From an optimization exercise on the open Yosys and OpenROAD flow, aimed at small area; shortcuts taken in it are not production practice. The RTL was checked by simulation tests, not by an equivalence proof against the original design. No activity file was given, so power comes from the tool's default toggle rates.

--- flow/config.mk ---
export PLATFORM = sky130hd
export DESIGN_NAME = HRALM4
export DESIGN_NICKNAME = HRALM4
export VERILOG_FILES = /design/flow/design.v
export SDC_FILE = /design/flow/constraint.sdc
export NUM_CORES = 4
export LEC_CHECK = 0
export CAP_MARGIN = 20
export CORE_MARGIN = 2
export CORE_UTILIZATION = 60
export CTS_BUF_LIST = sky130_fd_sc_hd__clkbuf_4
export GPL_TIMING_DRIVEN = 0
export PLACE_DENSITY_LB_ADDON = 0.2
export SLEW_MARGIN = 20
--- flow/constraint.sdc ---
create_clock -name core_clock -period 12.0 [get_ports {clk}]
set_input_delay 2.4000 -clock core_clock [delete_from_list [all_inputs] [get_ports {clk}]]
set_output_delay 2.4000 -clock core_clock [all_outputs]
set_load 0.01 [all_outputs]
--- flow/design.v ---
module HRALM4(
    input  [15:0] x,
    input  [15:0] y,
    input         clk,
    input         rst,
    output reg [31:0] p
    );
    wire one = ~rst & (x[13] ^ x[14]);
    wire two = ~rst & ~(x[13] ^ x[14]) & (x[15] ^ x[14]);
    wire sf  = x[15] & (one | two);
    wire [16:0] mag = ({17{one}} & {y[15], y}) | ({17{two}} & {y, 1'b0});
    wire [16:0] pp1 = mag ^ {17{sf}};
    wire [15:0] ax = {3'b0, x[12:0] ^ {13{x[13]}}};
    wire zx8 = ~|ax[15:8];
    wire [15:0] bx = zx8 ? {ax[7:0], 8'd0} : ax;
    wire zx4 = ~|bx[15:12];
    wire [15:0] cx = zx4 ? {bx[11:0], 4'd0} : bx;
    wire zx2 = ~|cx[15:14];
    wire [15:0] dx = zx2 ? {cx[13:0], 2'd0} : cx;
    wire zx1 = ~dx[15];
    wire [2:0] fx = zx1 ? dx[13:11] : dx[14:12];
    wire [3:0] kx = ~{zx8, zx4, zx2, zx1};
    wire nzx = dx[15] | dx[14];
    wire [15:0] ay = {1'b0, y[14:0] ^ {15{y[15]}}};
    wire zy8 = ~|ay[15:8];
    wire [15:0] by = zy8 ? {ay[7:0], 8'd0} : ay;
    wire zy4 = ~|by[15:12];
    wire [15:0] cy = zy4 ? {by[11:0], 4'd0} : by;
    wire zy2 = ~|cy[15:14];
    wire [15:0] dy = zy2 ? {cy[13:0], 2'd0} : cy;
    wire zy1 = ~dy[15];
    wire [2:0] fy = zy1 ? dy[13:11] : dy[14:12];
    wire [3:0] ky = ~{zy8, zy4, zy2, zy1};
    wire nzy = dy[15] | dy[14];
    wire [7:0] L = {1'b0, kx, fx} + {1'b0, ky, fy} + 8'd1;
    wire [3:0]  t  = L[6:3];
    wire [3:0]  w0 = {1'b1, L[2:0]};
    wire [4:0]  u1 = t[0] ? {w0, 1'b0} : {1'b0, w0};
    wire [6:0]  u2 = t[1] ? {u1, 2'b0} : {2'b0, u1};
    wire [10:0] u3 = t[2] ? {u2, 4'b0} : {4'b0, u2};
    wire [18:0] u4 = t[3] ? {u3, 8'b0} : {8'b0, u3};
    wire [15:0] v  = u4[18:3];
    wire nz   = ~rst & nzx & nzy;
    wire s    = x[13] ^ y[15];
    wire h0   = nz & s;
    wire h1lo = nz & (s ^ ~L[7]);
    wire h1hi = nz & (s ^ L[7]);
    wire [29:0] pp0;
    genvar i;
    for (i = 0; i < 16; i = i + 1) begin : g_lo
        assign pp0[i] = v[i] ? h1lo : h0;
    end
    for (i = 0; i < 12; i = i + 1) begin : g_hi
        assign pp0[16+i] = v[i] ? h1hi : h0;
    end
    assign pp0[29:28] = {h0, h0};
    wire [17:0] hi = {pp0[29], pp0[29], pp0[29:14]} + {pp1[16], pp1} + {17'd0, sf};
    always @(posedge clk)
        p <= {hi, pp0[13:0]};
endmodule
--- flow/flow/run.sh ---
#!/bin/bash
# Own layout flow: the standard ORFS flow, with
#  - synthesis as synth_recipe.tcl, but ABC mapping with an area-oriented script
#    (flow/area.abc) instead of the ORFS one, without adder extraction;
#  - port buffers of the smallest buffer cell.
set -euo pipefail
W=$PWD
export MY_WORK=$W
export MY_ABC_SCRIPT=$W/flow/area.abc
SYN="SYNTH_SCRIPT=$W/flow/synth.tcl"
bash standard.sh "$SYN" ADDER_MAP_FILE= synth > $W/log_synth.txt 2>&1
bash standard.sh "$SYN" ADDER_MAP_FILE= "BUFFER_PORTS_ARGS=-buffer_cell sky130_fd_sc_hd__buf_1" finish > $W/log_layout.txt 2>&1
--- flow/flow/area.abc ---
strash; &get -n; &deepsyn -T 30; &put; &get -n; &dch -f; &nf -R 1000; &put
--- flow/flow/synth.tcl ---
# synth_recipe.tcl with ABC run on an area-oriented script, without the
# ORFS delay constraints (-D, -constr).
proc abc {args} {
  set out {}
  set i 0
  while {$i < [llength $args]} {
    set a [lindex $args $i]
    if {$a in {-script -constr -D}} { incr i 2; continue }
    lappend out $a
    incr i
  }
  yosys abc -script $::env(MY_ABC_SCRIPT) {*}$out
}
source $::env(MY_WORK)/synth_recipe.tcl
--- flow/standard.sh ---
#!/bin/bash
# synth_recipe.tcl (not shown) runs the flow's synth.tcl, then flattens the netlist and writes it again
# the make line also repeats each setting of config.mk as NAME=value (left out here)
make -C /OpenROAD-flow-scripts/flow DESIGN_CONFIG=/design/flow/config.mk WORK_HOME=/design/flow/orfs CLKGATE_MAP_FILE= SYNTH_SCRIPT=/design/flow/synth_recipe.tcl "${@:-finish}"
==> results of run 1 <==
critical path: cells and delay by family:
kind	cells	cell delay, ps
fa+ha+maj	12	4550
simple gates	14	2040
compound gates	11	1990
xor+xnor	3	590
buf+inv	2	340
layout make-up:
cell class	count	area [µm²]
clock buffer	5	37.5
clock inverter	2	7.51
fill	283	816
inverter	14	52.6
multi-input combinational	303	2350
sequential	32	641
tap	52	65.1
timing repair buffer	90	447
per-stage QoR:
| step | total power [mW] | instance area, µm² | utilization [%] | worst slack, ps | cells |
|---|---|---|---|---|---|
| 2_1_floorplan | 0.508 | 2850 | - | 19.1 | 349 |
| 3_3_place_gp | 0.590 | 3160 | 71.6 | -1470 | 466 |
| 3_5_place_dp | 0.599 | 3170 | 71.9 | -1670 | 467 |
| 4_1_cts | 0.666 | 3380 | 76.5 | 6.79 | 484 |
| 5_1_grt | 0.757 | 3600 | 81.5 | -74.7 | 498 |
| 6_report | 0.703 | 3600 | 81.5 | 308 | 498 |
final timing paths:
kind                  endpoint  slack [ps]  cells past startpoint
worst max-delay path     p[31]         310                     42
worst min-delay path     p[14]        2530                      3
timing repair:
item,4_1_cts,5_1_grt
pin swaps,5,18
resized for setup,22,26
endpoints found under the setup margin,8,6
setup buffers,10,14
placed cells by master, fill, tap and decap left out, types with 4 or more instances in the layout:
cell	count
maj3_1	8
o21ai_0	23
dfxtp_1	32
buf_1	63
nor2_1	23
mux2_1	7
clkinv_1	16
nor2b_1	4
buf_4	25
xor2_2	6
mux2i_1	21
nand2_1	27
o21ai_1	5
a22oi_1	15
nand2b_1	6
o21a_1	5
clkbuf_4	5
xnor2_1	52
nand3_1	5
xor2_1	17
maj3_2	4
a21oi_1	26
metal layers:
| layer | share of wire [%] | global-route usage, % |
|---|---|---|
| met1 | 39 | 30.8 |
| met4 | 2.6 | 7.55 |
| met2 | 51 | 48.5 |
| met3 | 7.5 | 3.61 |
| met5 | 0 | 0 |
report_power, final:
part	internal (mW)	switching, mW
sequential	0.153	0.00995
combinational	0.200	0.285
clock	0.0204	0.0347
cells by family (layout without fill, tap and decap cells):
group	count (synthesis)	count (layout)	share of synthesized area [%]
AOI/OAI and AO/OA	98	98	21.1
adders and majority gates	12	12	4.33
DFF	32	32	23.1
and+or+nand+nor	85	85	13.8
xor gates and xnor gates	79	79	24.9
muxes	29	29	10.8
buffers and inverters	14	111	1.89
==> flow_summary.ini, run 1 <==
[logic_synthesis]
synth_async_sr_flop_share_pct = 0
synth.distinct_cells = 33
synth_largest_area_cell = dfxtp_1
synthCells = 349
syn-num-nets = 383
synth_commonest_cells = 56 x xnor2_1, 32 x dfxtp_1, 32 x nand2_1, 30 x o21ai_0, 29 x a21oi_1
synth_flop_cell = dfxtp_1
yosysTopAreaCellShare_pct = 23.1
ys_seq_area_share_pct = 23.1
yosys_warnings = 1
synth_edf_count = 0
synth_most_common_cell = xnor2_1
netlist_top_cells_area = dfxtp_1 23%, xnor2_1 18%, mux2i_1 7.9%
syn_area_per_cell_um2 = 7.95
syn_area_um2 = 2780
ys_ff_latch = 32

[pwr]
total_leakage_power_nw = 1.30
ir_drop_mv = 0.103
power_density_nw_per_um2 = 195

[route]
vias = 2930
firstDrtPassIters = 5
vias_per_cell = 5.88
finalWirelength_um = 7440
wire_per_inst_um = 14.9
drt_iter0_drc = 173
route.detailed.drc = 0
antenna_left = 0

[cells_and_area]
syn2layout_area_growth_pct = 29.7
largestRegisters = p: 32 flops
num-nets-final = 480
largest_register_ffs = 32
diodes = 0
top_register = p
drive_gt1_share_pct = 16.1

[floorplan]
fp-row-count = 24
fp.coreArea_um2 = 4410
die-area_um2 = 5190
die_x_um = 72.0
initial_core_util_pct = 62.9
die_y_um = 72.0
pin_count = 66

[critical_path]
cp-end-kind = register
worstPathRequired_ps = 12240
crit_type = in -> reg
crit_path_frequent_cell = maj3_1
path_max_fanout = 15
cpPeakStageDelay_ps = 400
cp-startpoint = y[15]
cp_slowest_cell = o41a_1
crit_path_start_kind = input port
arrival_ps = 11930

[global_route]
antenna_found_initial = 0
grt_usage_pct = 26.0
grt_pass1_vias = 2459
grt_max_degree = 24
grt_pass1_wl_um = 10800
grt_overflow_total = 0

[sta]
setup_tns_ps = 0
hold_ws_ps = 2530
min_period_ps = 11690
maxSlewViolCount = 0
worst_slew_pin_slew_ps = 820
relSlewSlack_pct = 45.4
setup_viol = 0
fmax_mhz = 85.5
hold_viol_final = 0
fin_crit_sh_pct = 97.4

[clock_network]
cts_root_buf = clkbuf_4
path_clk_slew_ps = 120
clockBufferDepth = 2
h-tree-depth = 2
cts_made_buffers = 5
hold_buffers = 0
cts_tree = done
clkSinkCount = 32

[place]
gp_routability_congestion = 0.899
numPortBuffers = 65
dp_hpwl_um = 5010

[worst_hold_path]
min_from = y[0]
hold_path_class = in -> reg

[job]
drv_cap = 0

[outcome]
status = timing/DRC/antenna clean
==> run 2: changes to the inputs <==
--- a/flow/config.mk
+++ b/flow/config.mk
@@ -9,4 +9,3 @@
 export CORE_MARGIN = 2
-export CORE_UTILIZATION = 60
-export CTS_BUF_LIST = sky130_fd_sc_hd__clkbuf_4
+export CORE_UTILIZATION = 40
 export GPL_TIMING_DRIVEN = 0
==> run 2 against run 1 <==
Still clean; flip-flop and latch count unchanged; synthesized area did not move; worst setup slack better by 110 ps; total power up 5.6%; utilization is 27 points lower; synthesized cell count is the same; final area up 1.5%; first-iteration DRC count shrank 27%; cell count rose by 4.8%; count of clock-buffer cells in the layout is 1 higher; die area up 47%; via count shrank 6.9%; critical path type unchanged.
==> flow_summary.ini, run 2 <==
[clock_network]
path_clk_slew_ps = 60
clkSinkCount = 32
cts_made_buffers = 5
clockBufferDepth = 2
h-tree-depth = 2
cts_root_buf = clkbuf_8
cts_tree = done

[logic_synthesis]
yosysTopAreaCellShare_pct = 23.1
ys_seq_area_share_pct = 23.1
syn_area_um2 = 2780
synth_compound_area_share_pct = 21.1
synth_commonest_cells = 56 x xnor2_1, 32 x dfxtp_1, 32 x nand2_1, 30 x o21ai_0, 29 x a21oi_1
ys_ff_latch = 32
synth_async_sr_flop_share_pct = 0
synth-simple-area-share_pct = 13.8
synth_top_family_by_area = XOR/XNOR gates
syn_area_per_cell_um2 = 7.95
synth_edf_count = 0
synth_fa_ha_area_share_pct = 4.33
yosys_warnings = 1
synth-xor-area-share_pct = 24.9
synth_flop_cell = dfxtp_1
syn-num-nets = 383
synth_most_common_cell = xnor2_1
synth_mux_area_share_pct = 10.8
synth_largest_area_cell = dfxtp_1
netlist_top_cells_area = dfxtp_1 23%, xnor2_1 18%, mux2i_1 7.9%
synth.distinct_cells = 33
synthCells = 349

[floorplan]
die_y_um = 87.3
initial_core_util_pct = 41.1
pin_count = 66
die-area_um2 = 7620
fp-row-count = 30
fp.coreArea_um2 = 6760
die_x_um = 87.3

[critical_path]
cp-end-kind = register
worstPathRequired_ps = 12170
crit_path_start_kind = input port
cp_top_family = adder cells
critPathBufInv = 2
arrival_ps = 11740
cp_slowest_cell = maj3_2
cp-startpoint = y[9]
path_max_fanout = 7
cpPeakStageDelay_ps = 410
crit_type = in -> reg

[sta]
worst_slew_pin_slew_ps = 907
fmax_mhz = 86.4
hold_ws_ps = 2570
relSlewSlack_pct = 39.1
fin_crit_sh_pct = 96.5
maxSlewViolCount = 0
min_period_ps = 11580
finalWorstSetupSlack_ps = 420
setup_viol = 0
hold_viol_final = 0

[route]
wire_per_inst_um = 13.3
firstDrtPassIters = 4
route.detailed.drc = 0
antenna_left = 0
drt_iter0_drc = 126
vias_per_cell = 5.23
finalWirelength_um = 6930
vias = 2728

[global_route]
grt_overflow_total = 0
antenna_found_initial = 0
grt_usage_pct = 17.8
grt_max_degree = 24
grt_pass1_wl_um = 10900
grt_pass1_vias = 2369

[cells_and_area]
drive_gt1_share_pct = 15.6
top_register = p
largestRegisters = p: 32 flops
syn2layout_area_growth_pct = 31.6
final_cell_mix = 63 x buf_1, 53 x xnor2_1, 32 x dfxtp_1
layout_commonest_cell = buf_1
diodes = 0
largest_register_ffs = 32
num-nets-final = 475

[worst_hold_path]
hold_path_class = in -> reg
min_from = y[0]

[outcome]
status = timing/DRC/antenna clean

[pwr]
total_leakage_power_nw = 1.30
power_density_nw_per_um2 = 203
p_total_uw = 742
ir_drop_mv = 0.0553

[place]
dpl_worst_slack_ps = -1650
dp_hpwl_um = 5290
gp_routability_congestion = 0.877
numPortBuffers = 65

[job]
drv_cap = 0
==> run 2: cell counts after synthesis <==
Identical to the previous run, type by type.
==> run 2: layer usage <==
layer | GRT usage [%] | wire, µm | up-vias
li1 | - | - | 1411
met1 | 22.9 | 3020 | 1226
met2 | 30.6 | 3450 | 82
met3 | 3.22 | 375 | 9
met4 | 4.48 | 91 | 0
met5 | 0 | 0 | -
==> run 2: cells by family after synthesis <==
logic type      Yosys count
compound gates           98
xor+xnor                 79
fa+ha+maj                12
buf+inv                  14
flops                    32
mux                      29
simple gates             85
==> run 2: timing repair <==
| item | in CTS | in global routing |
|---|---|---|
| resized for setup | 25 | 23 |
| pin swaps | 10 | 14 |
| hold buffers | 0 | 0 |
| buffers inserted | 13 | 6 |
| setup endpoints to repair | 8 | 5 |
==> run 2: area by class of cell <==
class	count	area, µm²
Inverter	14	52.6
Timing Repair Buffer	85	405
Tap cell	80	100
Fill cell	664	3100
Clock buffer	6	72.6
Clock inverter	2	35.0
Sequential cell	32	641
Multi-Input combinational cell	303	2350
==> run 2: metrics by stage <==
| stage | cells | utilization [%] | area (µm²) | TNS, ps |
|---|---|---|---|---|
| 6_report | 522 | 54.1 | 3650 | 0 |
| 5_1_grt | 522 | 54.1 | 3650 | -83.3 |
| 4_1_cts | 516 | 52.1 | 3520 | 0 |
| 3_5_place_dp | 495 | 47.5 | 3210 | -8490 |
| 3_3_place_gp | 494 | 47.3 | 3200 | -7550 |
| 2_1_floorplan | 349 | - | 2850 | 0 |
==> run 2: path summary, 6_finish.rpt <==
path / to / slack [ps] / cells past startpoint
setup / recovery: p[31] / 420 / 43
hold / removal: p[14] / 2570 / 3
==> run 2: where the power goes <==
part           internal, mW  switching [mW]
Sequential            0.153         0.00946
Combinational         0.196           0.284
Clock                0.0615          0.0381
Total                 0.411           0.332

afterwards: timing with drivers on the ports:
How much do the figures lean on ideal ports? The routed layouts below were timed once more, with nothing changed but the port constraints.
Step 1 (the two cells are an assumption about what drives the block):
set clk [get_ports {clk}]
set_driving_cell -lib_cell sky130_fd_sc_hd__clkbuf_16 $clk
set_driving_cell -lib_cell sky130_fd_sc_hd__buf_2 [delete_from_list [all_inputs] $clk]
Step 2 times the ports against the registers' clock, not the clock port: input delays grow and output delays shrink by t, the midpoint of the rising clock arrivals with the driver on.
Slacks: no drivers / after step 1 / after step 2; pairs: no drivers / after step 1.
| run | t (ns) | setup slack, ns | worst setup path after step 2 | latest minus earliest clock arrival (ns) | slew at the worst register clock pin (ns) |
|---|---|---|---|---|---|
| run 1 | 0.351 | 0.308 / 0.300 / -0.051 | input to register | 0.030 / 0.030 | 0.12 / 0.12 |
| run 2 | 0.305 | 0.420 / 0.423 / 0.118 | input to register | 0.004 / 0.004 | 0.07 / 0.07 |
Met with ideal ports but missed after step 2: setup timing in run 1. For run 1, which loses most, drivers alone change the setup slack by -0.008 ns; drivers and shift together by -0.359 ns.
